Source: an optimization exercise on an open RTL-to-GDS flow (aim: small area). Production flows keep margins and buffers that such runs may drop.
The RTL was checked by simulation tests, not by an equivalence proof against the original design.
Power and IR drop assume default switching activity.

$ cat design.v
module ALU_sync (
  input  wire        clk,
  input  wire [15:0] A, B,
  input  wire [3:0]  ALU_FUN,
  output reg  [15:0] ALU_OUT,
  output reg         Carry_flag,
  output reg         Arith_flag,
  output reg         Logic_flag,
  output reg         CMP_flag,
  output reg         Shift_flag
);
  wire op_add = (ALU_FUN == 4'b0000);
  wire op_sub = (ALU_FUN == 4'b0001);
  wire op_mul = (ALU_FUN == 4'b0010);
  wire op_div = (ALU_FUN == 4'b0011);
  wire op_eq  = (ALU_FUN == 4'b1010);
  wire op_gt  = (ALU_FUN == 4'b1011);
  wire op_lt  = (ALU_FUN == 4'b1100);
  wire op_shr = (ALU_FUN == 4'b1101);
  wire op_shl = (ALU_FUN == 4'b1110);
  wire op_cmp = op_eq | op_gt | op_lt;
  wire sub0 = op_sub | op_cmp | op_div;
  wire fresh_en = ~op_mul;
  wire [15:0] bz;
  assign bz[0] = 1'b1;
  assign bz[1] = ~|B[15:15];
  assign bz[2] = ~|B[15:14];
  assign bz[3] = ~|B[15:13];
  assign bz[4] = ~|B[15:12];
  assign bz[5] = ~|B[15:11];
  assign bz[6] = ~|B[15:10];
  assign bz[7] = ~|B[15:9];
  assign bz[8] = ~|B[15:8];
  assign bz[9] = ~|B[15:7];
  assign bz[10] = ~|B[15:6];
  assign bz[11] = ~|B[15:5];
  assign bz[12] = ~|B[15:4];
  assign bz[13] = ~|B[15:3];
  assign bz[14] = ~|B[15:2];
  assign bz[15] = ~|B[15:1];
  wire bnz = |B;
  wire [0:0] x15, y15, s15;
  wire c15, q15;
  assign x15 = A[15] & fresh_en;
  assign y15 = op_mul ? (A[0:0] & {1{B[15]}}) : ~B[0:0];
  wire [1:0] k15;
  assign k15[0] = ~op_mul;
  assign s15[0] = x15[0] ^ y15[0] ^ k15[0];
  assign k15[1] = (x15[0] & y15[0]) | (k15[0] & (x15[0] ^ y15[0]));
  assign c15 = k15[1];
  assign q15 = c15 & bz[15];
  wire sel15 = op_mul | (op_div & q15);
  wire [0:0] o15 = sel15 ? s15 : x15;
  wire [1:0] x14, y14, s14;
  wire c14, q14;
  assign x14 = {o15, A[14] & fresh_en};
  assign y14 = op_mul ? (A[1:0] & {2{B[14]}}) : ~B[1:0];
  wire [2:0] k14;
  assign k14[0] = ~op_mul;
  assign s14[0] = x14[0] ^ y14[0] ^ k14[0];
  assign k14[1] = (x14[0] & y14[0]) | (k14[0] & (x14[0] ^ y14[0]));
  assign s14[1] = x14[1] ^ y14[1] ^ k14[1];
  assign k14[2] = (x14[1] & y14[1]) | (k14[1] & (x14[1] ^ y14[1]));
  assign c14 = k14[2];
  assign q14 = c14 & bz[14];
  wire sel14 = op_mul | (op_div & q14);
  wire [1:0] o14 = sel14 ? s14 : x14;
  wire [2:0] x13, y13, s13;
  wire c13, q13;
  assign x13 = {o14, A[13] & fresh_en};
  assign y13 = op_mul ? (A[2:0] & {3{B[13]}}) : ~B[2:0];
  wire [2:0] p13 = x13 ^ y13;
  wire [2:0] g13;
  assign g13[0] = (x13[0] & y13[0]) | (~op_mul & p13[0]);
  assign g13[2:1] = x13[2:1] & y13[2:1];
  wire G13_0 = g13[1] | (p13[1] & g13[0]);
  wire G13_1 = g13[2] | (p13[2] & G13_0);
  assign s13[0] = p13[0] ^ ~op_mul;
  assign s13[1] = p13[1] ^ g13[0];
  assign s13[2] = p13[2] ^ G13_0;
  assign c13 = G13_1;
  assign q13 = c13 & bz[13];
  wire sel13 = op_mul | (op_div & q13);
  wire [2:0] o13 = sel13 ? s13 : x13;
  wire [3:0] x12, y12, s12;
  wire c12, q12;
  assign x12 = {o13, A[12] & fresh_en};
  assign y12 = op_mul ? (A[3:0] & {4{B[12]}}) : ~B[3:0];
  wire [3:0] p12 = x12 ^ y12;
  wire [3:0] g12;
  assign g12[0] = (x12[0] & y12[0]) | (~op_mul & p12[0]);
  assign g12[3:1] = x12[3:1] & y12[3:1];
  wire G12_0 = g12[1] | (p12[1] & g12[0]);
  wire G12_1 = g12[3] | (p12[3] & g12[2]);
  wire P12_1 = p12[3] & p12[2];
  wire G12_2 = g12[2] | (p12[2] & G12_0);
  wire G12_3 = G12_1 | (P12_1 & G12_0);
  assign s12[0] = p12[0] ^ ~op_mul;
  assign s12[1] = p12[1] ^ g12[0];
  assign s12[2] = p12[2] ^ G12_0;
  assign s12[3] = p12[3] ^ G12_2;
  assign c12 = G12_3;
  assign q12 = c12 & bz[12];
  wire sel12 = op_mul | (op_div & q12);
  wire [3:0] o12 = sel12 ? s12 : x12;
  wire [4:0] x11, y11, s11;
  wire c11, q11;
  assign x11 = {o12, A[11] & fresh_en};
  assign y11 = op_mul ? (A[4:0] & {5{B[11]}}) : ~B[4:0];
  wire [4:0] p11 = x11 ^ y11;
  wire [4:0] g11;
  assign g11[0] = (x11[0] & y11[0]) | (~op_mul & p11[0]);
  assign g11[4:1] = x11[4:1] & y11[4:1];
  wire G11_0 = g11[1] | (p11[1] & g11[0]);
  wire G11_1 = g11[3] | (p11[3] & g11[2]);
  wire P11_1 = p11[3] & p11[2];
  wire G11_2 = g11[2] | (p11[2] & G11_0);
  wire G11_3 = G11_1 | (P11_1 & G11_0);
  wire G11_4 = g11[4] | (p11[4] & G11_3);
  assign s11[0] = p11[0] ^ ~op_mul;
  assign s11[1] = p11[1] ^ g11[0];
  assign s11[2] = p11[2] ^ G11_0;
  assign s11[3] = p11[3] ^ G11_2;
  assign s11[4] = p11[4] ^ G11_3;
  assign c11 = G11_4;
  assign q11 = c11 & bz[11];
  wire sel11 = op_mul | (op_div & q11);
  wire [4:0] o11 = sel11 ? s11 : x11;
  wire [5:0] x10, y10, s10;
  wire c10, q10;
  assign x10 = {o11, A[10] & fresh_en};
  assign y10 = op_mul ? (A[5:0] & {6{B[10]}}) : ~B[5:0];
  wire [5:0] p10 = x10 ^ y10;
  wire [5:0] g10;
  assign g10[0] = (x10[0] & y10[0]) | (~op_mul & p10[0]);
  assign g10[5:1] = x10[5:1] & y10[5:1];
  wire G10_0 = g10[1] | (p10[1] & g10[0]);
  wire G10_1 = g10[3] | (p10[3] & g10[2]);
  wire P10_1 = p10[3] & p10[2];
  wire G10_2 = g10[5] | (p10[5] & g10[4]);
  wire P10_2 = p10[5] & p10[4];
  wire G10_3 = g10[2] | (p10[2] & G10_0);
  wire G10_4 = G10_1 | (P10_1 & G10_0);
  wire G10_5 = g10[4] | (p10[4] & G10_4);
  wire G10_6 = G10_2 | (P10_2 & G10_4);
  assign s10[0] = p10[0] ^ ~op_mul;
  assign s10[1] = p10[1] ^ g10[0];
  assign s10[2] = p10[2] ^ G10_0;
  assign s10[3] = p10[3] ^ G10_3;
  assign s10[4] = p10[4] ^ G10_4;
  assign s10[5] = p10[5] ^ G10_5;
  assign c10 = G10_6;
  assign q10 = c10 & bz[10];
  wire sel10 = op_mul | (op_div & q10);
  wire [5:0] o10 = sel10 ? s10 : x10;
  wire [6:0] x9, y9, s9;
  wire c9, q9;
  assign x9 = {o10, A[9] & fresh_en};
  assign y9 = op_mul ? (A[6:0] & {7{B[9]}}) : ~B[6:0];
  wire [6:0] p9 = x9 ^ y9;
  wire [6:0] g9;
  assign g9[0] = (x9[0] & y9[0]) | (~op_mul & p9[0]);
  assign g9[6:1] = x9[6:1] & y9[6:1];
  wire G9_0 = g9[1] | (p9[1] & g9[0]);
  wire G9_1 = g9[3] | (p9[3] & g9[2]);
  wire P9_1 = p9[3] & p9[2];
  wire G9_2 = g9[5] | (p9[5] & g9[4]);
  wire P9_2 = p9[5] & p9[4];
  wire G9_3 = g9[2] | (p9[2] & G9_0);
  wire G9_4 = G9_1 | (P9_1 & G9_0);
  wire G9_5 = g9[6] | (p9[6] & G9_2);
  wire P9_5 = p9[6] & P9_2;
  wire G9_6 = g9[4] | (p9[4] & G9_4);
  wire G9_7 = G9_2 | (P9_2 & G9_4);
  wire G9_8 = G9_5 | (P9_5 & G9_4);
  assign s9[0] = p9[0] ^ ~op_mul;
  assign s9[1] = p9[1] ^ g9[0];
  assign s9[2] = p9[2] ^ G9_0;
  assign s9[3] = p9[3] ^ G9_3;
  assign s9[4] = p9[4] ^ G9_4;
  assign s9[5] = p9[5] ^ G9_6;
  assign s9[6] = p9[6] ^ G9_7;
  assign c9 = G9_8;
  assign q9 = c9 & bz[9];
  wire sel9 = op_mul | (op_div & q9);
  wire [6:0] o9 = sel9 ? s9 : x9;
  wire [7:0] x8, y8, s8;
  wire c8, q8;
  assign x8 = {o9, A[8] & fresh_en};
  assign y8 = op_mul ? (A[7:0] & {8{B[8]}}) : ~B[7:0];
  wire [7:0] p8 = x8 ^ y8;
  wire [7:0] g8;
  assign g8[0] = (x8[0] & y8[0]) | (~op_mul & p8[0]);
  assign g8[7:1] = x8[7:1] & y8[7:1];
  wire G8_0 = g8[1] | (p8[1] & g8[0]);
  wire G8_1 = g8[3] | (p8[3] & g8[2]);
  wire P8_1 = p8[3] & p8[2];
  wire G8_2 = g8[5] | (p8[5] & g8[4]);
  wire P8_2 = p8[5] & p8[4];
  wire G8_3 = g8[7] | (p8[7] & g8[6]);
  wire P8_3 = p8[7] & p8[6];
  wire G8_4 = g8[2] | (p8[2] & G8_0);
  wire G8_5 = G8_1 | (P8_1 & G8_0);
  wire G8_6 = g8[6] | (p8[6] & G8_2);
  wire P8_6 = p8[6] & P8_2;
  wire G8_7 = G8_3 | (P8_3 & G8_2);
  wire P8_7 = P8_3 & P8_2;
  wire G8_8 = g8[4] | (p8[4] & G8_5);
  wire G8_9 = G8_2 | (P8_2 & G8_5);
  wire G8_10 = G8_6 | (P8_6 & G8_5);
  wire G8_11 = G8_7 | (P8_7 & G8_5);
  assign s8[0] = p8[0] ^ ~op_mul;
  assign s8[1] = p8[1] ^ g8[0];
  assign s8[2] = p8[2] ^ G8_0;
  assign s8[3] = p8[3] ^ G8_4;
  assign s8[4] = p8[4] ^ G8_5;
  assign s8[5] = p8[5] ^ G8_8;
  assign s8[6] = p8[6] ^ G8_9;
  assign s8[7] = p8[7] ^ G8_10;
  assign c8 = G8_11;
  assign q8 = c8 & bz[8];
  wire sel8 = op_mul | (op_div & q8);
  wire [7:0] o8 = sel8 ? s8 : x8;
  wire [8:0] x7, y7, s7;
  wire c7, q7;
  assign x7 = {o8, A[7] & fresh_en};
  assign y7 = op_mul ? (A[8:0] & {9{B[7]}}) : ~B[8:0];
  wire [8:0] p7 = x7 ^ y7;
  wire [8:0] g7;
  assign g7[0] = (x7[0] & y7[0]) | (~op_mul & p7[0]);
  assign g7[8:1] = x7[8:1] & y7[8:1];
  wire G7_0 = g7[1] | (p7[1] & g7[0]);
  wire G7_1 = g7[3] | (p7[3] & g7[2]);
  wire P7_1 = p7[3] & p7[2];
  wire G7_2 = g7[5] | (p7[5] & g7[4]);
  wire P7_2 = p7[5] & p7[4];
  wire G7_3 = g7[7] | (p7[7] & g7[6]);
  wire P7_3 = p7[7] & p7[6];
  wire G7_4 = g7[2] | (p7[2] & G7_0);
  wire G7_5 = G7_1 | (P7_1 & G7_0);
  wire G7_6 = g7[6] | (p7[6] & G7_2);
  wire P7_6 = p7[6] & P7_2;
  wire G7_7 = G7_3 | (P7_3 & G7_2);
  wire P7_7 = P7_3 & P7_2;
  wire G7_8 = g7[4] | (p7[4] & G7_5);
  wire G7_9 = G7_2 | (P7_2 & G7_5);
  wire G7_10 = G7_6 | (P7_6 & G7_5);
  wire G7_11 = G7_7 | (P7_7 & G7_5);
  wire G7_12 = g7[8] | (p7[8] & G7_11);
  assign s7[0] = p7[0] ^ ~op_mul;
  assign s7[1] = p7[1] ^ g7[0];
  assign s7[2] = p7[2] ^ G7_0;
  assign s7[3] = p7[3] ^ G7_4;
  assign s7[4] = p7[4] ^ G7_5;
  assign s7[5] = p7[5] ^ G7_8;
  assign s7[6] = p7[6] ^ G7_9;
  assign s7[7] = p7[7] ^ G7_10;
  assign s7[8] = p7[8] ^ G7_11;
  assign c7 = G7_12;
  assign q7 = c7 & bz[7];
  wire sel7 = op_mul | (op_div & q7);
  wire [8:0] o7 = sel7 ? s7 : x7;
  wire [9:0] x6, y6, s6;
  wire c6, q6;
  assign x6 = {o7, A[6] & fresh_en};
  assign y6 = op_mul ? (A[9:0] & {10{B[6]}}) : ~B[9:0];
  wire [9:0] p6 = x6 ^ y6;
  wire [9:0] g6;
  assign g6[0] = (x6[0] & y6[0]) | (~op_mul & p6[0]);
  assign g6[9:1] = x6[9:1] & y6[9:1];
  wire G6_0 = g6[1] | (p6[1] & g6[0]);
  wire G6_1 = g6[3] | (p6[3] & g6[2]);
  wire P6_1 = p6[3] & p6[2];
  wire G6_2 = g6[5] | (p6[5] & g6[4]);
  wire P6_2 = p6[5] & p6[4];
  wire G6_3 = g6[7] | (p6[7] & g6[6]);
  wire P6_3 = p6[7] & p6[6];
  wire G6_4 = g6[9] | (p6[9] & g6[8]);
  wire P6_4 = p6[9] & p6[8];
  wire G6_5 = g6[2] | (p6[2] & G6_0);
  wire G6_6 = G6_1 | (P6_1 & G6_0);
  wire G6_7 = g6[6] | (p6[6] & G6_2);
  wire P6_7 = p6[6] & P6_2;
  wire G6_8 = G6_3 | (P6_3 & G6_2);
  wire P6_8 = P6_3 & P6_2;
  wire G6_9 = g6[4] | (p6[4] & G6_6);
  wire G6_10 = G6_2 | (P6_2 & G6_6);
  wire G6_11 = G6_7 | (P6_7 & G6_6);
  wire G6_12 = G6_8 | (P6_8 & G6_6);
  wire G6_13 = g6[8] | (p6[8] & G6_12);
  wire G6_14 = G6_4 | (P6_4 & G6_12);
  assign s6[0] = p6[0] ^ ~op_mul;
  assign s6[1] = p6[1] ^ g6[0];
  assign s6[2] = p6[2] ^ G6_0;
  assign s6[3] = p6[3] ^ G6_5;
  assign s6[4] = p6[4] ^ G6_6;
  assign s6[5] = p6[5] ^ G6_9;
  assign s6[6] = p6[6] ^ G6_10;
  assign s6[7] = p6[7] ^ G6_11;
  assign s6[8] = p6[8] ^ G6_12;
  assign s6[9] = p6[9] ^ G6_13;
  assign c6 = G6_14;
  assign q6 = c6 & bz[6];
  wire sel6 = op_mul | (op_div & q6);
  wire [9:0] o6 = sel6 ? s6 : x6;
  wire [10:0] x5, y5, s5;
  wire c5, q5;
  assign x5 = {o6, A[5] & fresh_en};
  assign y5 = op_mul ? (A[10:0] & {11{B[5]}}) : ~B[10:0];
  wire [10:0] p5 = x5 ^ y5;
  wire [10:0] g5;
  assign g5[0] = (x5[0] & y5[0]) | (~op_mul & p5[0]);
  assign g5[10:1] = x5[10:1] & y5[10:1];
  wire G5_0 = g5[1] | (p5[1] & g5[0]);
  wire G5_1 = g5[3] | (p5[3] & g5[2]);
  wire P5_1 = p5[3] & p5[2];
  wire G5_2 = g5[5] | (p5[5] & g5[4]);
  wire P5_2 = p5[5] & p5[4];
  wire G5_3 = g5[7] | (p5[7] & g5[6]);
  wire P5_3 = p5[7] & p5[6];
  wire G5_4 = g5[9] | (p5[9] & g5[8]);
  wire P5_4 = p5[9] & p5[8];
  wire G5_5 = g5[2] | (p5[2] & G5_0);
  wire G5_6 = G5_1 | (P5_1 & G5_0);
  wire G5_7 = g5[6] | (p5[6] & G5_2);
  wire P5_7 = p5[6] & P5_2;
  wire G5_8 = G5_3 | (P5_3 & G5_2);
  wire P5_8 = P5_3 & P5_2;
  wire G5_9 = g5[10] | (p5[10] & G5_4);
  wire P5_9 = p5[10] & P5_4;
  wire G5_10 = g5[4] | (p5[4] & G5_6);
  wire G5_11 = G5_2 | (P5_2 & G5_6);
  wire G5_12 = G5_7 | (P5_7 & G5_6);
  wire G5_13 = G5_8 | (P5_8 & G5_6);
  wire G5_14 = g5[8] | (p5[8] & G5_13);
  wire G5_15 = G5_4 | (P5_4 & G5_13);
  wire G5_16 = G5_9 | (P5_9 & G5_13);
  assign s5[0] = p5[0] ^ ~op_mul;
  assign s5[1] = p5[1] ^ g5[0];
  assign s5[2] = p5[2] ^ G5_0;
  assign s5[3] = p5[3] ^ G5_5;
  assign s5[4] = p5[4] ^ G5_6;
  assign s5[5] = p5[5] ^ G5_10;
  assign s5[6] = p5[6] ^ G5_11;
  assign s5[7] = p5[7] ^ G5_12;
  assign s5[8] = p5[8] ^ G5_13;
  assign s5[9] = p5[9] ^ G5_14;
  assign s5[10] = p5[10] ^ G5_15;
  assign c5 = G5_16;
  assign q5 = c5 & bz[5];
  wire sel5 = op_mul | (op_div & q5);
  wire [10:0] o5 = sel5 ? s5 : x5;
  wire [11:0] x4, y4, s4;
  wire c4, q4;
  assign x4 = {o5, A[4] & fresh_en};
  assign y4 = op_mul ? (A[11:0] & {12{B[4]}}) : ~B[11:0];
  wire [11:0] p4 = x4 ^ y4;
  wire [11:0] g4;
  assign g4[0] = (x4[0] & y4[0]) | (~op_mul & p4[0]);
  assign g4[11:1] = x4[11:1] & y4[11:1];
  wire G4_0 = g4[1] | (p4[1] & g4[0]);
  wire G4_1 = g4[3] | (p4[3] & g4[2]);
  wire P4_1 = p4[3] & p4[2];
  wire G4_2 = g4[5] | (p4[5] & g4[4]);
  wire P4_2 = p4[5] & p4[4];
  wire G4_3 = g4[7] | (p4[7] & g4[6]);
  wire P4_3 = p4[7] & p4[6];
  wire G4_4 = g4[9] | (p4[9] & g4[8]);
  wire P4_4 = p4[9] & p4[8];
  wire G4_5 = g4[11] | (p4[11] & g4[10]);
  wire P4_5 = p4[11] & p4[10];
  wire G4_6 = g4[2] | (p4[2] & G4_0);
  wire G4_7 = G4_1 | (P4_1 & G4_0);
  wire G4_8 = g4[6] | (p4[6] & G4_2);
  wire P4_8 = p4[6] & P4_2;
  wire G4_9 = G4_3 | (P4_3 & G4_2);
  wire P4_9 = P4_3 & P4_2;
  wire G4_10 = g4[10] | (p4[10] & G4_4);
  wire P4_10 = p4[10] & P4_4;
  wire G4_11 = G4_5 | (P4_5 & G4_4);
  wire P4_11 = P4_5 & P4_4;
  wire G4_12 = g4[4] | (p4[4] & G4_7);
  wire G4_13 = G4_2 | (P4_2 & G4_7);
  wire G4_14 = G4_8 | (P4_8 & G4_7);
  wire G4_15 = G4_9 | (P4_9 & G4_7);
  wire G4_16 = g4[8] | (p4[8] & G4_15);
  wire G4_17 = G4_4 | (P4_4 & G4_15);
  wire G4_18 = G4_10 | (P4_10 & G4_15);
  wire G4_19 = G4_11 | (P4_11 & G4_15);
  assign s4[0] = p4[0] ^ ~op_mul;
  assign s4[1] = p4[1] ^ g4[0];
  assign s4[2] = p4[2] ^ G4_0;
  assign s4[3] = p4[3] ^ G4_6;
  assign s4[4] = p4[4] ^ G4_7;
  assign s4[5] = p4[5] ^ G4_12;
  assign s4[6] = p4[6] ^ G4_13;
  assign s4[7] = p4[7] ^ G4_14;
  assign s4[8] = p4[8] ^ G4_15;
  assign s4[9] = p4[9] ^ G4_16;
  assign s4[10] = p4[10] ^ G4_17;
  assign s4[11] = p4[11] ^ G4_18;
  assign c4 = G4_19;
  assign q4 = c4 & bz[4];
  wire sel4 = op_mul | (op_div & q4);
  wire [11:0] o4 = sel4 ? s4 : x4;
  wire [12:0] x3, y3, s3;
  wire c3, q3;
  assign x3 = {o4, A[3] & fresh_en};
  assign y3 = op_mul ? (A[12:0] & {13{B[3]}}) : ~B[12:0];
  wire [12:0] p3 = x3 ^ y3;
  wire [12:0] g3;
  assign g3[0] = (x3[0] & y3[0]) | (~op_mul & p3[0]);
  assign g3[12:1] = x3[12:1] & y3[12:1];
  wire G3_0 = g3[1] | (p3[1] & g3[0]);
  wire G3_1 = g3[3] | (p3[3] & g3[2]);
  wire P3_1 = p3[3] & p3[2];
  wire G3_2 = g3[5] | (p3[5] & g3[4]);
  wire P3_2 = p3[5] & p3[4];
  wire G3_3 = g3[7] | (p3[7] & g3[6]);
  wire P3_3 = p3[7] & p3[6];
  wire G3_4 = g3[9] | (p3[9] & g3[8]);
  wire P3_4 = p3[9] & p3[8];
  wire G3_5 = g3[11] | (p3[11] & g3[10]);
  wire P3_5 = p3[11] & p3[10];
  wire G3_6 = g3[2] | (p3[2] & G3_0);
  wire G3_7 = G3_1 | (P3_1 & G3_0);
  wire G3_8 = g3[6] | (p3[6] & G3_2);
  wire P3_8 = p3[6] & P3_2;
  wire G3_9 = G3_3 | (P3_3 & G3_2);
  wire P3_9 = P3_3 & P3_2;
  wire G3_10 = g3[10] | (p3[10] & G3_4);
  wire P3_10 = p3[10] & P3_4;
  wire G3_11 = G3_5 | (P3_5 & G3_4);
  wire P3_11 = P3_5 & P3_4;
  wire G3_12 = g3[4] | (p3[4] & G3_7);
  wire G3_13 = G3_2 | (P3_2 & G3_7);
  wire G3_14 = G3_8 | (P3_8 & G3_7);
  wire G3_15 = G3_9 | (P3_9 & G3_7);
  wire G3_16 = g3[12] | (p3[12] & G3_11);
  wire P3_16 = p3[12] & P3_11;
  wire G3_17 = g3[8] | (p3[8] & G3_15);
  wire G3_18 = G3_4 | (P3_4 & G3_15);
  wire G3_19 = G3_10 | (P3_10 & G3_15);
  wire G3_20 = G3_11 | (P3_11 & G3_15);
  wire G3_21 = G3_16 | (P3_16 & G3_15);
  assign s3[0] = p3[0] ^ ~op_mul;
  assign s3[1] = p3[1] ^ g3[0];
  assign s3[2] = p3[2] ^ G3_0;
  assign s3[3] = p3[3] ^ G3_6;
  assign s3[4] = p3[4] ^ G3_7;
  assign s3[5] = p3[5] ^ G3_12;
  assign s3[6] = p3[6] ^ G3_13;
  assign s3[7] = p3[7] ^ G3_14;
  assign s3[8] = p3[8] ^ G3_15;
  assign s3[9] = p3[9] ^ G3_17;
  assign s3[10] = p3[10] ^ G3_18;
  assign s3[11] = p3[11] ^ G3_19;
  assign s3[12] = p3[12] ^ G3_20;
  assign c3 = G3_21;
  assign q3 = c3 & bz[3];
  wire sel3 = op_mul | (op_div & q3);
  wire [12:0] o3 = sel3 ? s3 : x3;
  wire [13:0] x2, y2, s2;
  wire c2, q2;
  assign x2 = {o3, A[2] & fresh_en};
  assign y2 = op_mul ? (A[13:0] & {14{B[2]}}) : ~B[13:0];
  wire [13:0] p2 = x2 ^ y2;
  wire [13:0] g2;
  assign g2[0] = (x2[0] & y2[0]) | (~op_mul & p2[0]);
  assign g2[13:1] = x2[13:1] & y2[13:1];
  wire G2_0 = g2[1] | (p2[1] & g2[0]);
  wire G2_1 = g2[3] | (p2[3] & g2[2]);
  wire P2_1 = p2[3] & p2[2];
  wire G2_2 = g2[5] | (p2[5] & g2[4]);
  wire P2_2 = p2[5] & p2[4];
  wire G2_3 = g2[7] | (p2[7] & g2[6]);
  wire P2_3 = p2[7] & p2[6];
  wire G2_4 = g2[9] | (p2[9] & g2[8]);
  wire P2_4 = p2[9] & p2[8];
  wire G2_5 = g2[11] | (p2[11] & g2[10]);
  wire P2_5 = p2[11] & p2[10];
  wire G2_6 = g2[13] | (p2[13] & g2[12]);
  wire P2_6 = p2[13] & p2[12];
  wire G2_7 = g2[2] | (p2[2] & G2_0);
  wire G2_8 = G2_1 | (P2_1 & G2_0);
  wire G2_9 = g2[6] | (p2[6] & G2_2);
  wire P2_9 = p2[6] & P2_2;
  wire G2_10 = G2_3 | (P2_3 & G2_2);
  wire P2_10 = P2_3 & P2_2;
  wire G2_11 = g2[10] | (p2[10] & G2_4);
  wire P2_11 = p2[10] & P2_4;
  wire G2_12 = G2_5 | (P2_5 & G2_4);
  wire P2_12 = P2_5 & P2_4;
  wire G2_13 = g2[4] | (p2[4] & G2_8);
  wire G2_14 = G2_2 | (P2_2 & G2_8);
  wire G2_15 = G2_9 | (P2_9 & G2_8);
  wire G2_16 = G2_10 | (P2_10 & G2_8);
  wire G2_17 = g2[12] | (p2[12] & G2_12);
  wire P2_17 = p2[12] & P2_12;
  wire G2_18 = G2_6 | (P2_6 & G2_12);
  wire P2_18 = P2_6 & P2_12;
  wire G2_19 = g2[8] | (p2[8] & G2_16);
  wire G2_20 = G2_4 | (P2_4 & G2_16);
  wire G2_21 = G2_11 | (P2_11 & G2_16);
  wire G2_22 = G2_12 | (P2_12 & G2_16);
  wire G2_23 = G2_17 | (P2_17 & G2_16);
  wire G2_24 = G2_18 | (P2_18 & G2_16);
  assign s2[0] = p2[0] ^ ~op_mul;
  assign s2[1] = p2[1] ^ g2[0];
  assign s2[2] = p2[2] ^ G2_0;
  assign s2[3] = p2[3] ^ G2_7;
  assign s2[4] = p2[4] ^ G2_8;
  assign s2[5] = p2[5] ^ G2_13;
  assign s2[6] = p2[6] ^ G2_14;
  assign s2[7] = p2[7] ^ G2_15;
  assign s2[8] = p2[8] ^ G2_16;
  assign s2[9] = p2[9] ^ G2_19;
  assign s2[10] = p2[10] ^ G2_20;
  assign s2[11] = p2[11] ^ G2_21;
  assign s2[12] = p2[12] ^ G2_22;
  assign s2[13] = p2[13] ^ G2_23;
  assign c2 = G2_24;
  assign q2 = c2 & bz[2];
  wire sel2 = op_mul | (op_div & q2);
  wire [13:0] o2 = sel2 ? s2 : x2;
  wire [14:0] x1, y1, s1;
  wire c1, q1;
  assign x1 = {o2, A[1] & fresh_en};
  assign y1 = op_mul ? (A[14:0] & {15{B[1]}}) : ~B[14:0];
  wire [14:0] p1 = x1 ^ y1;
  wire [14:0] g1;
  assign g1[0] = (x1[0] & y1[0]) | (~op_mul & p1[0]);
  assign g1[14:1] = x1[14:1] & y1[14:1];
  wire G1_0 = g1[1] | (p1[1] & g1[0]);
  wire G1_1 = g1[3] | (p1[3] & g1[2]);
  wire P1_1 = p1[3] & p1[2];
  wire G1_2 = g1[5] | (p1[5] & g1[4]);
  wire P1_2 = p1[5] & p1[4];
  wire G1_3 = g1[7] | (p1[7] & g1[6]);
  wire P1_3 = p1[7] & p1[6];
  wire G1_4 = g1[9] | (p1[9] & g1[8]);
  wire P1_4 = p1[9] & p1[8];
  wire G1_5 = g1[11] | (p1[11] & g1[10]);
  wire P1_5 = p1[11] & p1[10];
  wire G1_6 = g1[13] | (p1[13] & g1[12]);
  wire P1_6 = p1[13] & p1[12];
  wire G1_7 = g1[2] | (p1[2] & G1_0);
  wire G1_8 = G1_1 | (P1_1 & G1_0);
  wire G1_9 = g1[6] | (p1[6] & G1_2);
  wire P1_9 = p1[6] & P1_2;
  wire G1_10 = G1_3 | (P1_3 & G1_2);
  wire P1_10 = P1_3 & P1_2;
  wire G1_11 = g1[10] | (p1[10] & G1_4);
  wire P1_11 = p1[10] & P1_4;
  wire G1_12 = G1_5 | (P1_5 & G1_4);
  wire P1_12 = P1_5 & P1_4;
  wire G1_13 = g1[14] | (p1[14] & G1_6);
  wire P1_13 = p1[14] & P1_6;
  wire G1_14 = g1[4] | (p1[4] & G1_8);
  wire G1_15 = G1_2 | (P1_2 & G1_8);
  wire G1_16 = G1_9 | (P1_9 & G1_8);
  wire G1_17 = G1_10 | (P1_10 & G1_8);
  wire G1_18 = g1[12] | (p1[12] & G1_12);
  wire P1_18 = p1[12] & P1_12;
  wire G1_19 = G1_6 | (P1_6 & G1_12);
  wire P1_19 = P1_6 & P1_12;
  wire G1_20 = G1_13 | (P1_13 & G1_12);
  wire P1_20 = P1_13 & P1_12;
  wire G1_21 = g1[8] | (p1[8] & G1_17);
  wire G1_22 = G1_4 | (P1_4 & G1_17);
  wire G1_23 = G1_11 | (P1_11 & G1_17);
  wire G1_24 = G1_12 | (P1_12 & G1_17);
  wire G1_25 = G1_18 | (P1_18 & G1_17);
  wire G1_26 = G1_19 | (P1_19 & G1_17);
  wire G1_27 = G1_20 | (P1_20 & G1_17);
  assign s1[0] = p1[0] ^ ~op_mul;
  assign s1[1] = p1[1] ^ g1[0];
  assign s1[2] = p1[2] ^ G1_0;
  assign s1[3] = p1[3] ^ G1_7;
  assign s1[4] = p1[4] ^ G1_8;
  assign s1[5] = p1[5] ^ G1_14;
  assign s1[6] = p1[6] ^ G1_15;
  assign s1[7] = p1[7] ^ G1_16;
  assign s1[8] = p1[8] ^ G1_17;
  assign s1[9] = p1[9] ^ G1_21;
  assign s1[10] = p1[10] ^ G1_22;
  assign s1[11] = p1[11] ^ G1_23;
  assign s1[12] = p1[12] ^ G1_24;
  assign s1[13] = p1[13] ^ G1_25;
  assign s1[14] = p1[14] ^ G1_26;
  assign c1 = G1_27;
  assign q1 = c1 & bz[1];
  wire sel1 = op_mul | (op_div & q1);
  wire [14:0] o1 = sel1 ? s1 : x1;
  wire [15:0] x0, y0, s0;
  wire c0, q0;
  assign x0 = {o1, A[0] & fresh_en};
  assign y0 = op_mul ? (A & {16{B[0]}}) : (B ^ {16{sub0}});
  wire [15:0] p0 = x0 ^ y0;
  wire [15:0] g0;
  assign g0[0] = (x0[0] & y0[0]) | (sub0 & p0[0]);
  assign g0[15:1] = x0[15:1] & y0[15:1];
  wire G0_0 = g0[1] | (p0[1] & g0[0]);
  wire G0_1 = g0[3] | (p0[3] & g0[2]);
  wire P0_1 = p0[3] & p0[2];
  wire G0_2 = g0[5] | (p0[5] & g0[4]);
  wire P0_2 = p0[5] & p0[4];
  wire G0_3 = g0[7] | (p0[7] & g0[6]);
  wire P0_3 = p0[7] & p0[6];
  wire G0_4 = g0[9] | (p0[9] & g0[8]);
  wire P0_4 = p0[9] & p0[8];
  wire G0_5 = g0[11] | (p0[11] & g0[10]);
  wire P0_5 = p0[11] & p0[10];
  wire G0_6 = g0[13] | (p0[13] & g0[12]);
  wire P0_6 = p0[13] & p0[12];
  wire G0_7 = g0[15] | (p0[15] & g0[14]);
  wire P0_7 = p0[15] & p0[14];
  wire G0_8 = g0[2] | (p0[2] & G0_0);
  wire G0_9 = G0_1 | (P0_1 & G0_0);
  wire G0_10 = g0[6] | (p0[6] & G0_2);
  wire P0_10 = p0[6] & P0_2;
  wire G0_11 = G0_3 | (P0_3 & G0_2);
  wire P0_11 = P0_3 & P0_2;
  wire G0_12 = g0[10] | (p0[10] & G0_4);
  wire P0_12 = p0[10] & P0_4;
  wire G0_13 = G0_5 | (P0_5 & G0_4);
  wire P0_13 = P0_5 & P0_4;
  wire G0_14 = g0[14] | (p0[14] & G0_6);
  wire P0_14 = p0[14] & P0_6;
  wire G0_15 = G0_7 | (P0_7 & G0_6);
  wire P0_15 = P0_7 & P0_6;
  wire G0_16 = g0[4] | (p0[4] & G0_9);
  wire G0_17 = G0_2 | (P0_2 & G0_9);
  wire G0_18 = G0_10 | (P0_10 & G0_9);
  wire G0_19 = G0_11 | (P0_11 & G0_9);
  wire G0_20 = g0[12] | (p0[12] & G0_13);
  wire P0_20 = p0[12] & P0_13;
  wire G0_21 = G0_6 | (P0_6 & G0_13);
  wire P0_21 = P0_6 & P0_13;
  wire G0_22 = G0_14 | (P0_14 & G0_13);
  wire P0_22 = P0_14 & P0_13;
  wire G0_23 = G0_15 | (P0_15 & G0_13);
  wire P0_23 = P0_15 & P0_13;
  wire G0_24 = g0[8] | (p0[8] & G0_19);
  wire G0_25 = G0_4 | (P0_4 & G0_19);
  wire G0_26 = G0_12 | (P0_12 & G0_19);
  wire G0_27 = G0_13 | (P0_13 & G0_19);
  wire G0_28 = G0_20 | (P0_20 & G0_19);
  wire G0_29 = G0_21 | (P0_21 & G0_19);
  wire G0_30 = G0_22 | (P0_22 & G0_19);
  wire G0_31 = G0_23 | (P0_23 & G0_19);
  assign s0[0] = p0[0] ^ sub0;
  assign s0[1] = p0[1] ^ g0[0];
  assign s0[2] = p0[2] ^ G0_0;
  assign s0[3] = p0[3] ^ G0_8;
  assign s0[4] = p0[4] ^ G0_9;
  assign s0[5] = p0[5] ^ G0_16;
  assign s0[6] = p0[6] ^ G0_17;
  assign s0[7] = p0[7] ^ G0_18;
  assign s0[8] = p0[8] ^ G0_19;
  assign s0[9] = p0[9] ^ G0_24;
  assign s0[10] = p0[10] ^ G0_25;
  assign s0[11] = p0[11] ^ G0_26;
  assign s0[12] = p0[12] ^ G0_27;
  assign s0[13] = p0[13] ^ G0_28;
  assign s0[14] = p0[14] ^ G0_29;
  assign s0[15] = p0[15] ^ G0_30;
  assign c0 = G0_31;
  assign q0 = c0 & bz[0];
  wire [15:0] quo = {q15, q14, q13, q12, q11, q10, q9, q8, q7, q6, q5, q4, q3, q2, q1, q0};
  wire c0_out = c0;
  wire eq = ~|s0;
  wire lt = ~c0;
  wire gt = c0 & ~eq;
  reg [15:0] logic_out;
  always @(*) begin
    case (ALU_FUN)
      4'b0100: logic_out = A & B;
      4'b0101: logic_out = A | B;
      4'b0110: logic_out = ~(A & B);
      4'b0111: logic_out = ~(A | B);
      4'b1000: logic_out = A ^ B;
      4'b1001: logic_out = ~(A ^ B);
      default: logic_out = 16'b0;
    endcase
  end
  wire arith0 = op_add | op_sub | op_mul;
  wire [15:0] res = ({16{arith0}} & s0)
                  | ({16{op_div & bnz}} & quo)
                  | logic_out
                  | {14'b0, (op_gt & gt) | (op_lt & lt), (op_eq & eq) | (op_lt & lt)}
                  | ({16{op_shr}} & {1'b0, A[15:1]})
                  | ({16{op_shl}} & {A[14:0], 1'b0});
  always @(posedge clk) begin
    ALU_OUT    <= res;
    Carry_flag <= (op_add & c0) | (op_sub & ~c0);
    Arith_flag <= (ALU_FUN[3:2] == 2'b00);
    Logic_flag <= (ALU_FUN >= 4'b0100) & (ALU_FUN <= 4'b1001);
    CMP_flag   <= op_cmp;
    Shift_flag <= op_shr | op_shl;
  end
endmodule
$ cat config.mk
export PLATFORM = sky130hd
export DESIGN_NAME = ALU_sync
export DESIGN_NICKNAME = ALU_sync
export VERILOG_FILES = /design/flow/design.v
export SDC_FILE = /design/flow/constraint.sdc
export NUM_CORES = 4
export LEC_CHECK = 0
export ABC_AREA = 1
export CAP_MARGIN = 20
export CORE_MARGIN = 2
export CORE_UTILIZATION = 40
export GPL_TIMING_DRIVEN = 0
export SLEW_MARGIN = 20
$ cat flow/run.sh
#!/bin/bash
# The standard layout, with the input and output port buffers made from
# the platform's smallest plain buffer instead of the resizer's default pick.
set -euo pipefail
export BUFFER_PORTS_ARGS="-buffer_cell sky130_fd_sc_hd__buf_1"
bash standard.sh "BUFFER_PORTS_ARGS=-buffer_cell sky130_fd_sc_hd__buf_1" finish > standard.log 2>&1
$ cat constraint.sdc
create_clock -name core_clock -period 35.0 [get_ports {clk}]
set_input_delay 7.0000 -clock core_clock [delete_from_list [all_inputs] [get_ports {clk}]]
set_output_delay 7.0000 -clock core_clock [all_outputs]
set_load 0.01 [all_outputs]
$ cat standard.sh
#!/bin/bash
# synth_recipe.tcl (not shown) runs the flow's synth.tcl, then flattens the netlist and writes it again
# the make line also repeats each setting of config.mk as NAME=value (left out here)
make -C /OpenROAD-flow-scripts/flow DESIGN_CONFIG=/design/flow/config.mk WORK_HOME=/design/flow/orfs CLKGATE_MAP_FILE= SYNTH_SCRIPT=/design/flow/synth_recipe.tcl "${@:-finish}"
==> flow_metrics.env, run 1 <==
export IMPL_status="finished clean"
export IMPL_final_layout_size_suffix_gt1_share_pct=14.26
export IMPL_gr_total_overflow=0
export IMPL_via_count=11820
export IMPL_setup_ws_ns=1.649
export IMPL_dieArea_um2=27070
export IMPL_powerDensity_nw_per_um2=31.16
export IMPL_final_min_clock_period_ns=33.35
export IMPL_rows=58
export IMPL_crit_type="input pin to register"
export IMPL_max_stage_delay_ns=0.47
export IMPL_avgRoutedWirePerCell_um=22.00
export IMPL_peakVddDrop_uv=18.57
export IMPL_post_dp_hpwl_um=34110
export IMPL_slew_viol_final=0
export IMPL_ys_warn_count=1
export IMPL_pin_count=58
export IMPL_holdPathStages=2
export IMPL_drc=0
export IMPL_first_global_vias=10840
export IMPL_crit_end="ALU_OUT[1]$_DFF_P_"
export IMPL_port_buffers=57
export IMPL_crit_start="ALU_FUN[1]"
export IMPL_p_leak_nw=5.626
export IMPL_syn_instance_count=1576
export IMPL_cts_made_buffers=3
export IMPL_cpMaxStageDelayCell="fa_2"
export IMPL_place_gp_congestion=1.038
export IMPL_antenna_found_initial=0
export IMPL_ys_seq_area_share_pct=4.079
export IMPL_maxCapViolations=0
export IMPL_synth_area_um2=10310
export IMPL_die_w_um=164.5
export IMPL_start_kind="input pin"
export IMPL_final_util_pct=46.27
export IMPL_final_hold_viol_count=0
export IMPL_cp_end_kind="register"
export IMPL_clk_pin_slew_ns=0.07
export IMPL_final_antenna_net_count=0
export IMPL_cts_max_level=1
export IMPL_via_per_inst=5.911
export IMPL_syn_to_final_growth_pct=13.37
export IMPL_synth_distinct_cells=60
export IMPL_worstHoldStart="ALU_FUN[2]"
export IMPL_cts_root_buffer="clkbuf_16"
export IMPL_cts_sinks=21
export IMPL_nNetsFinal=1895
export IMPL_drt_iter0_markers=1074
export IMPL_post_place_ws_ns=-2.976
export IMPL_initial_core_util_pct=40.81
export IMPL_synth_edf_count=0
export IMPL_grt_pass1_wl_um=64320
export IMPL_core_um2=25250
export IMPL_die_y_um=164.5
export IMPL_fill_cells=2679
export IMPL_critPathRequiredTime_ns=35.16
export IMPL_p_total_w=0.0003641
export IMPL_drt_pass1_iterations=6
export IMPL_ys_seq_elements=21
export IMPL_clk_path_buf_depth=2
export IMPL_cp_common_cell="nand2_2"
export IMPL_fmax_ghz=0.02998
export IMPL_grt_start_max_net_pins=24
export IMPL_post_route_period_util_pct=95.29
export IMPL_setup_viol=0
export IMPL_avgSynthCellArea_um2=6.540
export IMPL_grt_total_usage_pct=31.76
export IMPL_synth_async_reset_ratio_pct=0
export IMPL_n_antenna_cell=0
export IMPL_relSlewSlack_pct=20.65
export IMPL_critPathArrivalTime_ns=33.51
export IMPL_cts_tree="yes"
export IMPL_routed_wl_um=43980
export IMPL_synth_main_ff_cell="dfxtp_1"
export IMPL_worst_pin_slew_ns=1.186
export IMPL_path_max_fanout=10
export IMPL_synth_nets=1801
export IMPL_hp_class="input pin to register"
flip-flops by register name (all words and copies together) (netlist names):
signal / cells
Arith_flag: 1
ALU_OUT: 16
Logic_flag: 1
Shift_flag: 1
Carry_flag: 1
CMP_flag: 1
report_power, final:
part,internal [W],switching [W],total [W]
Combinational,0.000114,0.000193,0.000307
Sequential,0.0000285,0.00000127,0.0000298
Clock,0.0000155,0.0000122,0.0000277
Total,0.000158,0.000206,0.000364
per-layer routing:
metal	wire, µm	vias to the layer above	track usage (%)
met3	3543	167	3.591
met4	3043	0	18.81
met1	18770	5482	42.97
li1	-	5561	-
met2	18620	607	48.61
met5	0	-	0
placed cells by master, fill, tap and decap left out, types with 24 or more instances in the layout:
master    netlist  routed
buf_1           8      58
xor2_1         38      38
nand3_1        72      72
xnor2_1        24      24
clkbuf_1       41      29
o31ai_1        65      64
a21oi_1        73      63
nand2_1       349     344
ha_1          135     131
a31oi_1        53      48
o21ai_0       105      73
nor2_1         94      89
inv_1         192     186
nand2_2        52      50
fa_1           53      46
o21ai_1         0      24
buf_4           1      38
how the worst min path moves through the flow:
stage	slack, ns	to
3_5_place_dp	7.37	CMP_flag$_DFF_P_
4_1_cts	7.08	CMP_flag$_DFF_P_
2_1_floorplan	7.10	Arith_flag$_DFF_P_
3_3_place_gp	7.37	CMP_flag$_DFF_P_
5_1_grt	7.03	Carry_flag$_DFF_P_
6_report	7.02	Carry_flag$_DFF_P_
worst max-delay path: cells and delay by family:
family | cells | cell delay (ns)
buffers and inverters | 26 | 2.91
AND/OR/NAND/NOR | 108 | 11.36
adder cells (fa/ha/maj) | 20 | 7.67
multiplexers | 1 | 0.24
AO/OA/AOI/OAI | 28 | 4.24
layout make-up:
class                      count  area (µm²)  share of cell area (%)
multi-input combinational   1281        9057                   77.51
clock buffer                   3       75.07                  0.6425
inverter                     209       799.5                   6.842
clock inverter                 1       5.005                 0.04283
sequential                    21       420.4                   3.598
tap                          330       412.9                   3.534
timing repair buffer          90       466.7                   3.994
buffer                        64       447.9                   3.833
what timing repair did:
action	CTS	global route
setup endpoints to repair	17	17
pin swaps	1	31
buffers inserted	4	29
endpoints found under the hold margin	0	0
gates cloned	0	0
hold buffers	0	0
resized for setup	55	108
cell families (layout without fill, tap and decap cells):
| group | Yosys count | after routing | synth area share (%) |
|---|---|---|---|
| XOR/XNOR | 62 | 62 | 5.268 |
| AO/OA/AOI/OAI | 379 | 379 | 23.04 |
| AND/OR/NAND/NOR | 647 | 647 | 29.25 |
| multiplexers | 5 | 5 | 0.4977 |
| buffers and inverters | 274 | 367 | 11.18 |
| adder cells (fa/ha/maj) | 188 | 188 | 26.68 |
| flip-flops | 21 | 21 | 4.079 |
synthesized netlist by cell type, drive strengths merged, types with 2 or more instances:
cell type	instances	area share [%]
ha	135	16
clkbuf	45	2.0
a31oi	53	3.2
a22oi	2	0.15
nor3	10	0.53
or2	5	0.30
buf	18	1.3
a2111oi	3	0.25
dfxtp	21	4.1
a21oi	73	3.5
a211oi	26	1.9
a21o	6	0.44
mux2i	4	0.39
nand2	412	17
a221oi	8	0.68
o211ai	10	0.73
xor2	38	3.2
a311oi	2	0.17
nor4	3	0.18
o221ai	3	0.25
o31ai	66	4.9
fa	53	10
o2111ai	9	0.76
inv	199	7.3
nand4	14	0.85
o22ai	8	0.49
clkinv	10	0.36
nand3b	4	0.29
a31o	2	0.17
o21ai	105	5.1
and3	3	0.18
nor2	100	4.0
xnor2	24	2.0
and2	2	0.13
nand3	92	5.6
through the flow:
step / hold WS (ns) / cell area [µm²] / std cells / TNS [ns]
6_report: 7.022 / 11690 / 1999 / 0
5_1_grt: 7.031 / 11690 / 1999 / -0.3562
4_1_cts: 7.084 / 11160 / 1971 / 0
3_5_place_dp: 7.374 / 10940 / 1963 / -36.34
3_3_place_gp: 7.366 / 10930 / 1963 / -41.92
2_1_floorplan: 7.095 / 10310 / 1576 / 0
==> run 2: changes to the inputs <==
--- a/config.mk
+++ b/config.mk
@@ -10,4 +10,4 @@
 export CORE_MARGIN = 2
 export CORE_UTILIZATION = 40
-export GPL_TIMING_DRIVEN = 0
+export SETUP_SLACK_MARGIN = -1.1
 export SLEW_MARGIN = 20
==> flow_metrics.env, run 2 <==
export IMPL_status="finished clean"
export IMPL_fmax_ghz=0.02965
export IMPL_avgSynthCellArea_um2=6.540
export IMPL_ys_top_cells_by_area="ha_1 (16%), nand2_1 (13%), fa_1 (10%)"
export IMPL_dieArea_um2=27070
export IMPL_ys_seq_area_share_pct=4.079
export IMPL_sw_frac_of_total_pct=56.44
export IMPL_n_antenna_cell=0
export IMPL_clk_path_buf_depth=2
export IMPL_post_dp_hpwl_um=30230
export IMPL_cts_made_buffers=3
export IMPL_max_stage_delay_ns=0.54
export IMPL_drt_iter0_markers=1068
export IMPL_p_comb_share_pct=83.3
export IMPL_largest_register_ffs=16
export IMPL_power_switching_w=0.0001942
export IMPL_ys_warn_count=1
export IMPL_synth_top_area_cell="ha_1"
export IMPL_core_um2=25250
export IMPL_p_int_w=0.0001499
export IMPL_drc=0
export IMPL_powerDensity_nw_per_um2=30.86
export IMPL_worst_pin_slew_ns=0.9484
export IMPL_cp_end_kind="register"
export IMPL_pin_count=58
export IMPL_cts_tree="yes"
export IMPL_grt_total_usage_pct=28.54
export IMPL_hp_class="input pin to register"
export IMPL_power_frac_seq_pct=8.8
export IMPL_final_layout_size_suffix_gt1_share_pct=11.06
export IMPL_via_per_inst=5.854
export IMPL_p_clk_share_pct=7.9
export IMPL_critPathArrivalTime_ns=33.87
export IMPL_grt_start_max_net_pins=95
export IMPL_final_hold_viol_count=0
export IMPL_cp_common_cell="nand2_1"
export IMPL_met1_length_um=16780
export IMPL_first_global_vias=10600
export IMPL_cts_hold_buf=0
export IMPL_stdcell_count=1957
export IMPL_mostFrequentLayoutCells="nand2_1 (349), inv_1 (187), ha_1 (135), nor2_1 (94), o21ai_0 (89)"
export IMPL_cts_max_level=1
export IMPL_rows=58
export IMPL_synth_main_ff_cell="dfxtp_1"
export IMPL_cts_root_buffer="clkbuf_16"
export IMPL_slew_viol_final=0
export IMPL_highest_layer="met4"
export IMPL_crit_type="input pin to register"
export IMPL_dp_cells=1946
export IMPL_nNetsFinal=1853
export IMPL_initial_core_util_pct=40.81
export IMPL_synth_async_reset_ratio_pct=0
export IMPL_maxCapViolations=0
export IMPL_clk_pin_slew_ns=0.06
export IMPL_synth_most_common_cell="nand2_1"
export IMPL_cpMaxStageDelayCell="fa_1"
export IMPL_final_antenna_net_count=0
export IMPL_start_kind="input pin"
export IMPL_grt_pass1_wl_um=59740
export IMPL_met2WireLength_um=17620
export IMPL_final_common_cell="nand2_1"
export IMPL_setup_viol=0
export IMPL_cts_sinks=21
export IMPL_synth_commonest_cells="nand2_1 (349), inv_1 (192), ha_1 (135)"
export IMPL_drt_pass1_iterations=6
export IMPL_critPathRequiredTime_ns=35.13
export IMPL_place_gp_congestion=1.013
export IMPL_routed_wl_um=39600
export IMPL_antenna_found_initial=0
export IMPL_synth_distinct_cells=60
export IMPL_post_route_period_util_pct=96.38
export IMPL_avgRoutedWirePerCell_um=20.24
export IMPL_synth_top_area_share_pct=16.39
export IMPL_met3WireLength_um=3480
export IMPL_peakVddDrop_uv=18.88
export IMPL_synth_area_um2=10310
export IMPL_synth_nets=1801
export IMPL_syn_to_final_growth_pct=8.193
export IMPL_die_w_um=164.5
export IMPL_regMostFlops="ALU_OUT"
export IMPL_hold_ws_ns=7.058
export IMPL_port_buffers=57
export IMPL_via_count=11460
export IMPL_syn_instance_count=1576
export IMPL_die_y_um=164.5
export IMPL_ys_seq_elements=21
export IMPL_path_max_fanout=17
export IMPL_relSlewSlack_pct=36.70
export IMPL_p_leak_nw=5.460
export IMPL_gr_total_overflow=0
export IMPL_final_min_clock_period_ns=33.73
export IMPL_synth_edf_count=0
==> run 2: final cells by class <==
type / instances / area, µm²
Clock buffer: 3 / 75.07
Clock inverter: 1 / 5.005
Fill cell: 2696 / 14100
Inverter: 209 / 809.5
Multi-Input combinational cell: 1281 / 8791
Sequential cell: 21 / 420.4
Tap cell: 330 / 412.9
Timing Repair Buffer: 108 / 610.6
Timing Repair inverter: 4 / 27.53
==> run 2: final timing paths <==
check	startpoint	endpoint	slack, ns	depth (start not counted)
setup / recovery	ALU_FUN[2]	ALU_OUT[1]$_DFF_P_	1.27	177
hold / removal	ALU_FUN[3]	Carry_flag$_DFF_P_	7.06	2
==> run 2: cell families (layout without fill, tap and decap cells) <==
kind of cell | Yosys count | after routing | share of synthesized area (%)
AND/OR/NAND/NOR | 647 | 647 | 29.25
buffers and inverters | 274 | 325 | 11.18
adder cells (fa/ha/maj) | 188 | 188 | 26.68
multiplexers | 5 | 5 | 0.4977
AO/OA/AOI/OAI | 379 | 379 | 23.04
XOR/XNOR | 62 | 62 | 5.268
flip-flops | 21 | 21 | 4.079
==> run 2: repair_timing <==
action / 4_1_cts / 5_1_grt
setup buffers: 0 / 3
gates resized for setup: 0 / 34
setup endpoints to repair: 0 / 12
==> run 2: per-layer routing <==
| metal | vias to the layer above | global-route usage (%) |
|---|---|---|
| met2 | 575 | 46.22 |
| met5 | - | 0 |
| met3 | 120 | 3.817 |
| met1 | 5275 | 38.59 |
| met4 | 0 | 10.79 |
| li1 | 5486 | - |
==> run 2: power by group through the flow <==
| stage | logic (W) | registers (W) | clock network [W] |
|---|---|---|---|
| floorplan | 0.000205 | 0.0000327 | 0 |
| global route | 0.000320 | 0.0000308 | 0.0000274 |
| detailed placement | 0.000278 | 0.0000309 | 0 |
| global placement | 0.000279 | 0.0000310 | 0 |
| CTS | 0.000280 | 0.0000304 | 0.0000272 |
| finish | 0.000287 | 0.0000303 | 0.0000271 |
==> run 2: worst max-delay path, delay by kind of cell <==
kind / cells / cell delay, ns
AO/OA/AOI/OAI: 27 / 4.39
buffers and inverters: 17 / 2.43
adder cells (fa/ha/maj): 19 / 7.51
multiplexers: 1 / 0.28
AND/OR/NAND/NOR: 113 / 12.20
==> run 2: stage by stage <==
| step | utilization (%) | total power [W] | area (µm²) | setup TNS, ns | setup WS [ns] |
|---|---|---|---|---|---|
| after floorplan | - | 0.0002374 | 10310 | 0 | 2.567 |
| after CTS | 43.68 | 0.0003374 | 11030 | 0 | 0.4915 |
| final | 44.16 | 0.0003441 | 11150 | 0 | 1.268 |
| after detailed placement | 43.36 | 0.0003087 | 10950 | 0 | 0.3226 |
| after global placement | 43.36 | 0.0003100 | 10950 | 0 | 0.7722 |
| after global routing | 44.16 | 0.0003784 | 11150 | -6.026 | -1.156 |
==> run 3: changes to the inputs <==
--- a/config.mk
+++ b/config.mk
@@ -10,4 +10,4 @@
 export CORE_MARGIN = 2
 export CORE_UTILIZATION = 40
-export SETUP_SLACK_MARGIN = -1.1
+export SETUP_SLACK_MARGIN = -0.8
 export SLEW_MARGIN = 20
==> flow_metrics.env, run 3 <==
export IMPL_via_count=11440
export IMPL_maxCapViolations=0
export IMPL_worst_pin_slew_ns=0.9237
export IMPL_cp_end_kind="register"
export IMPL_regMostFlops="ALU_OUT"
export IMPL_synth_async_reset_ratio_pct=0
export IMPL_avgSynthCellArea_um2=6.540
export IMPL_grt_use_met3_pct=3.817
export IMPL_port_buffers=57
export IMPL_top_usage_layer="met2"
export IMPL_synth_edf_count=0
export IMPL_whs_endpoint="Carry_flag$_DFF_P_"
export IMPL_slew_viol_final=0
export IMPL_final_hold_viol_count=0
export IMPL_antenna_found_initial=0
export IMPL_nNetsFinal=1854
export IMPL_avgRoutedWirePerCell_um=20.25
export IMPL_grt_start_max_net_pins=95
export IMPL_clk_path_buf_depth=2
export IMPL_synth_distinct_cells=60
export IMPL_powerDensity_nw_per_um2=30.85
export IMPL_cts_root_buffer="clkbuf_16"
export IMPL_holdPathStages=2
export IMPL_max_stage_delay_ns=0.53
export IMPL_n_antenna_cell=0
export IMPL_fmax_ghz=0.02983
export IMPL_die_w_um=164.5
export IMPL_setup_viol=0
export IMPL_ys_seq_area_share_pct=4.079
export IMPL_drc=0
export IMPL_cts_made_buffers=3
export IMPL_status="finished clean"
export IMPL_ys_seq_elements=21
export IMPL_first_global_vias=10600
export IMPL_post_dp_hpwl_um=30230
export IMPL_synth_nets=1801
export IMPL_dieArea_um2=27070
export IMPL_worstHoldStart="ALU_FUN[3]"
export IMPL_synth_main_ff_cell="dfxtp_1"
export IMPL_syn_to_final_growth_pct=8.545
export IMPL_use_met1_pct=38.59
export IMPL_cts_max_level=1
export IMPL_final_min_clock_period_ns=33.53
export IMPL_critPathRequiredTime_ns=35.13
export IMPL_place_gp_congestion=1.013
export IMPL_hold_ws_ns=7.057
export IMPL_fill_cells=2688
export IMPL_final_layout_size_suffix_gt1_share_pct=11.30
export IMPL_drt_pass1_iterations=5
export IMPL_routed_wl_um=39650
export IMPL_hp_class="input pin to register"
export IMPL_core_um2=25250
export IMPL_crit_type="input pin to register"
export IMPL_cts_hold_buf=0
export IMPL_synth_top_area_share_pct=16.39
export IMPL_critPathArrivalTime_ns=33.66
export IMPL_p_total_w=0.0003452
export IMPL_grt_total_usage_pct=28.54
export IMPL_synth_most_common_cell="nand2_1"
export IMPL_grt_pass1_wl_um=59740
export IMPL_die_y_um=164.5
export IMPL_cp_common_cell="nand2_1"
export IMPL_final_antenna_net_count=0
export IMPL_clk_pin_slew_ns=0.06
export IMPL_start_kind="input pin"
export IMPL_met2_usage_pct=46.22
export IMPL_path_max_fanout=17
export IMPL_syn_instance_count=1576
export IMPL_largest_register_ffs=16
export IMPL_ys_top_cells_by_area="ha_1 (16%), nand2_1 (13%), fa_1 (10%)"
export IMPL_synth_commonest_cells="nand2_1 (349), inv_1 (192), ha_1 (135)"
export IMPL_peakVddDrop_uv=18.92
export IMPL_cts_tree="yes"
export IMPL_ys_warn_count=1
export IMPL_p_leak_nw=5.463
export IMPL_relSlewSlack_pct=38.35
export IMPL_gr_total_overflow=0
export IMPL_post_route_period_util_pct=95.79
export IMPL_drt_iter0_markers=972
export IMPL_final_common_cell="nand2_1"
export IMPL_cpMaxStageDelayCell="fa_1"
export IMPL_cts_sinks=21
export IMPL_rows=58
export IMPL_pin_count=58
export IMPL_via_per_inst=5.842
export IMPL_mostFrequentLayoutCells="nand2_1 (349), inv_1 (186), ha_1 (135), nor2_1 (94), o21ai_0 (88)"
export IMPL_initial_core_util_pct=40.81
export IMPL_synth_area_um2=10310
export IMPL_synth_top_area_cell="ha_1"
run 3: metal layers:
| metal | vias to the layer above | part of all wire [%] | wire length, µm |
|---|---|---|---|
| li1 | 5483 | - | - |
| met1 | 5238 | 42 | 16820 |
| met2 | 586 | 44 | 17590 |
| met3 | 132 | 8.7 | 3447 |
| met4 | 0 | 4.5 | 1789 |
| met5 | - | 0 | 0 |
run 3: power breakdown:
group | internal (W) | switching (W) | total, W | leakage, nW
clock | 0.0000155 | 0.0000116 | 0.0000271 | 0.0409
sequential | 0.0000286 | 0.00000170 | 0.0000303 | 0.176
combinational | 0.000106 | 0.000182 | 0.000288 | 5.25
total | 0.000150 | 0.000195 | 0.000345 | 5.46
run 3: how the worst max path moves through the flow:
| stage | from | endpoint | slack (ns) | cells after the start |
|---|---|---|---|---|
| 2_1_floorplan | ALU_FUN[3] | ALU_OUT[1]$_DFF_P_ | 2.57 | 181 |
| 3_3_place_gp | ALU_FUN[3] | ALU_OUT[1]$_DFF_P_ | 0.77 | 167 |
| 3_5_place_dp | ALU_FUN[3] | ALU_OUT[1]$_DFF_P_ | 0.32 | 171 |
| 4_1_cts | ALU_FUN[3] | ALU_OUT[1]$_DFF_P_ | 0.49 | 171 |
| 5_1_grt | ALU_FUN[1] | ALU_OUT[1]$_DFF_P_ | -0.85 | 188 |
| 6_report | ALU_FUN[2] | ALU_OUT[1]$_DFF_P_ | 1.47 | 172 |
run 3: kinds of logic after synthesis:
family / Yosys count / share of synthesized area (%)
and+or+nand+nor: 647 / 29.25
AOI/OAI and AO/OA: 379 / 23.04
buffers and inverters: 274 / 11.18
adders and majority gates: 188 / 26.68
xor gates and xnor gates: 62 / 5.268
DFF: 21 / 4.079
muxes: 5 / 0.4977
run 3: area by class of cell:
type / instances / area (µm²) / area share [%]
Timing Repair Buffer: 108 / 610.6 / 5.457
Multi-Input combinational cell: 1281 / 8820 / 78.83
Timing Repair inverter: 5 / 35.03 / 0.3131
Clock buffer: 3 / 75.07 / 0.6710
Inverter: 209 / 809.5 / 7.236
Clock inverter: 1 / 5.005 / 0.04473
Sequential cell: 21 / 420.4 / 3.758
Tap cell: 330 / 412.9 / 3.690
run 3: per-stage QoR:
stage	utilization [%]	setup slack [ns]	instances	cell area [µm²]	setup TNS, ns
finish	44.30	1.472	1958	11190	0
global route	44.30	-0.8475	1958	11190	-3.553
CTS	43.68	0.4915	1950	11030	0
detailed placement	43.36	0.3226	1946	10950	0
global placement	43.36	0.7722	1946	10950	0
floorplan	-	2.567	1576	10310	0
run 3: worst max-delay path, delay by kind of cell:
family	cells	cell delay, ns
and+or+nand+nor	106	11.37
adders and majority gates	20	7.95
AOI/OAI and AO/OA	27	4.54
buffers and inverters	17	2.27
muxes	1	0.27
xor gates and xnor gates	1	0.16
run 3: what timing repair did:
action,4_1_cts,5_1_grt
gates resized for setup,0,42
setup buffers,0,3
endpoints found under the setup margin,0,17
==> run 4: changes to the inputs <==
--- a/config.mk
+++ b/config.mk
@@ -9,5 +9,4 @@
 export CAP_MARGIN = 20
 export CORE_MARGIN = 2
-export CORE_UTILIZATION = 40
-export SETUP_SLACK_MARGIN = -0.8
+export CORE_UTILIZATION = 50
 export SLEW_MARGIN = 20
==> flow_metrics.env, run 4 <==
export IMPL_synth_area_um2=10310
export IMPL_initial_core_util_pct=50.94
export IMPL_synth_most_common_cell="nand2_1"
export IMPL_final_min_clock_period_ns=33.19
export IMPL_nNetsFinal=1905
export IMPL_finalSetupTns_ns=0
export IMPL_synth_async_reset_ratio_pct=0
export IMPL_avgSynthCellArea_um2=6.540
export IMPL_grt_total_usage_pct=36.28
export IMPL_clk_pin_slew_ns=0.08
export IMPL_hp_class="input pin to register"
export IMPL_regArea_um2=420.4
export IMPL_worst_path_buf_inv=21
export IMPL_peakVddDrop_uv=20.29
export IMPL_relSlewSlack_pct=39.30
export IMPL_mostFrequentLayoutCells="nand2_1 (348), inv_1 (186), ha_1 (135), buf_4 (97), nor2_1 (90)"
export IMPL_multi_input_area_um2=8939
export IMPL_max_stage_delay_ns=0.58
export IMPL_die_y_um=147.6
export IMPL_die_w_um=147.6
export IMPL_grt_start_max_net_pins=45
export IMPL_final_common_cell="nand2_1"
export IMPL_syn_instance_count=1576
export IMPL_cpMaxStageDelayCell="o21ai_0"
export IMPL_drt_pass1_iterations=6
export IMPL_antenna_found_initial=0
export IMPL_regMostFlops="ALU_OUT"
export IMPL_syn_to_final_growth_pct=12.33
export IMPL_critPathArrivalTime_ns=33.33
export IMPL_final_layout_size_suffix_gt1_share_pct=15.54
export IMPL_pin_count=58
export IMPL_cts_sinks=21
export IMPL_cts_max_level=1
export IMPL_synth_distinct_cells=60
export IMPL_final_antenna_net_count=0
export IMPL_largest_register_ffs=16
export IMPL_core_um2=20230
export IMPL_crit_type="input pin to register"
export IMPL_drc=0
export IMPL_holdPathStages=2
export IMPL_p_leak_nw=5.700
export IMPL_via_per_inst=6.069
export IMPL_maxCapViolations=0
export IMPL_post_route_period_util_pct=94.83
export IMPL_clk_path_buf_depth=2
export IMPL_avgRoutedWirePerCell_um=20.98
export IMPL_rows=52
export IMPL_cp_top_family="simple AND/OR/NAND/NOR gates"
export IMPL_post_place_ws_ns=0.2476
export IMPL_drt_iter0_markers=1141
export IMPL_whs_endpoint="Carry_flag$_DFF_P_"
export IMPL_ys_seq_elements=21
export IMPL_worst_pin_slew_ns=0.9035
export IMPL_fill_cells=2098
export IMPL_final_hold_viol_count=0
export IMPL_routed_wl_um=40890
export IMPL_grt_pass1_wl_um=61760
export IMPL_ys_warn_count=1
export IMPL_cp_end_kind="register"
export IMPL_ys_seq_area_share_pct=4.079
export IMPL_synth_commonest_cells="nand2_1 (349), inv_1 (192), ha_1 (135)"
export IMPL_n_antenna_cell=0
export IMPL_place_gp_congestion=0.9967
export IMPL_ys_top_cells_by_area="ha_1 (16%), nand2_1 (13%), fa_1 (10%)"
export IMPL_status="finished clean"
export IMPL_cts_made_buffers=3
export IMPL_synth_top_area_cell="ha_1"
export IMPL_cp_common_cell="nand2_1"
export IMPL_start_kind="input pin"
export IMPL_post_dp_hpwl_um=30550
export IMPL_setup_ws_ns=1.810
export IMPL_synth_edf_count=0
export IMPL_slew_viol_final=0
export IMPL_synth_nets=1801
export IMPL_via_count=11830
export IMPL_synth_top_area_share_pct=16.39
export IMPL_path_max_fanout=11
export IMPL_critPathRequiredTime_ns=35.14
export IMPL_dieArea_um2=21780
export IMPL_p_total_w=0.0003600
export IMPL_setup_viol=0
export IMPL_synth_main_ff_cell="dfxtp_1"
export IMPL_first_global_vias=10840
export IMPL_worstHoldStart="ALU_FUN[2]"
export IMPL_gr_total_overflow=0
export IMPL_port_buffers=57
export IMPL_cts_root_buffer="clkbuf_16"
export IMPL_crit_cells=173
export IMPL_cts_tree="yes"
export IMPL_powerDensity_nw_per_um2=31.09
export IMPL_fmax_ghz=0.03013
-- run 4: kinds of logic (layout without fill, tap and decap cells) --
| kind of cell | Yosys count | count (layout) | synth area share, % |
|---|---|---|---|
| DFF | 21 | 21 | 4.079 |
| xor gates and xnor gates | 62 | 62 | 5.268 |
| muxes | 5 | 5 | 0.4977 |
| buffers and inverters | 274 | 374 | 11.18 |
| and+or+nand+nor | 647 | 650 | 29.25 |
| AOI/OAI and AO/OA | 379 | 379 | 23.04 |
| adders and majority gates | 188 | 188 | 26.68 |
-- run 4: cell type report --
| class | count | area share (%) |
|---|---|---|
| Clock inverter | 1 | 0.04322 |
| Tap cell | 270 | 2.918 |
| Multi-Input combinational cell | 1284 | 77.20 |
| Sequential cell | 21 | 3.631 |
| Timing Repair inverter | 7 | 0.4106 |
| Inverter | 209 | 6.992 |
| Timing Repair Buffer | 154 | 8.159 |
| Clock buffer | 3 | 0.6484 |
-- run 4: what timing repair did --
item | in CTS | in global routing
hold buffers | 0 | 0
resized for setup | 0 | 78
setup buffers | 0 | 44
endpoints found under the setup margin | 0 | 17
-- run 4: per-stage QoR --
step	hold WS (ns)	cells	utilization, %	cell area, µm²
after floorplan	7.095	1576	-	10310
after global placement	7.371	1891	53.87	10900
after detailed placement	7.378	1891	53.87	10900
after CTS	7.103	1895	54.27	10980
after global routing	7.051	1949	57.22	11580
final	7.033	1949	57.22	11580
-- run 4: how the worst max path moves through the flow --
stage | from | to | slack [ns]
2_1_floorplan | ALU_FUN[3] | ALU_OUT[1]$_DFF_P_ | 2.57
3_3_place_gp | ALU_FUN[3] | ALU_OUT[1]$_DFF_P_ | 0.86
3_5_place_dp | ALU_FUN[1] | ALU_OUT[1]$_DFF_P_ | 0.25
4_1_cts | ALU_FUN[1] | ALU_OUT[1]$_DFF_P_ | 0.46
5_1_grt | ALU_FUN[3] | ALU_OUT[1]$_DFF_P_ | -0.14
6_report | ALU_FUN[3] | ALU_OUT[1]$_DFF_P_ | 1.81
-- run 4: layer usage --
metal	vias up	wire length [µm]	global-route usage (%)
li1	5594	-	-
met1	5454	16900	50.89
met2	654	17460	55.67
met3	126	4658	6.265
met4	0	1880	13.75
met5	-	0	0
-- run 4: report_power, final --
part           switching (W)  total (W)  leakage (nW)  internal (W)
Sequential        0.00000152  0.0000301         0.176     0.0000286
Combinational       0.000189   0.000302          5.48      0.000113
Clock              0.0000121  0.0000276        0.0409     0.0000155

-- what the ideal ports hide --
The results above use ideal ports. As a check the final layouts listed here were re-extracted and re-timed, cells and wires unchanged.
Step 1 (the two cells are an assumption about what drives the block):
set clk [get_ports {clk}]
set_driving_cell -lib_cell sky130_fd_sc_hd__clkbuf_16 $clk
set_driving_cell -lib_cell sky130_fd_sc_hd__buf_2 [delete_from_list [all_inputs] $clk]
Step 2 times the ports against the registers' clock, not the clock port: input delays grow and output delays shrink by t, the midpoint of the rising clock arrivals with the driver on.
a / b / c = no drivers / after step 1 / after step 2; a / b = the first two.
| run | shift t [ns] | setup slack, ns | hold WS [ns] | worst register clock-pin slew, ns |
|---|---|---|---|---|
| run 1 | 0.312 | 1.649 / 1.662 / 1.350 | 7.022 / 7.008 / 7.320 | 0.07 / 0.07 |
| run 2 | 0.305 | 1.268 / 1.278 / 0.973 | 7.058 / 7.045 / 7.350 | 0.08 / 0.08 |
| run 3 | 0.305 | 1.472 / 1.483 / 1.178 | 7.057 / 7.044 / 7.349 | 0.08 / 0.08 |
| run 4 | 0.304 | 1.810 / 1.826 / 1.522 | 7.033 / 7.018 / 7.322 | 0.08 / 0.08 |
After both steps every run listed still meets setup and hold. For run 1, which loses most, drivers alone change the setup slack by +0.013 ns; drivers and shift together by -0.299 ns.
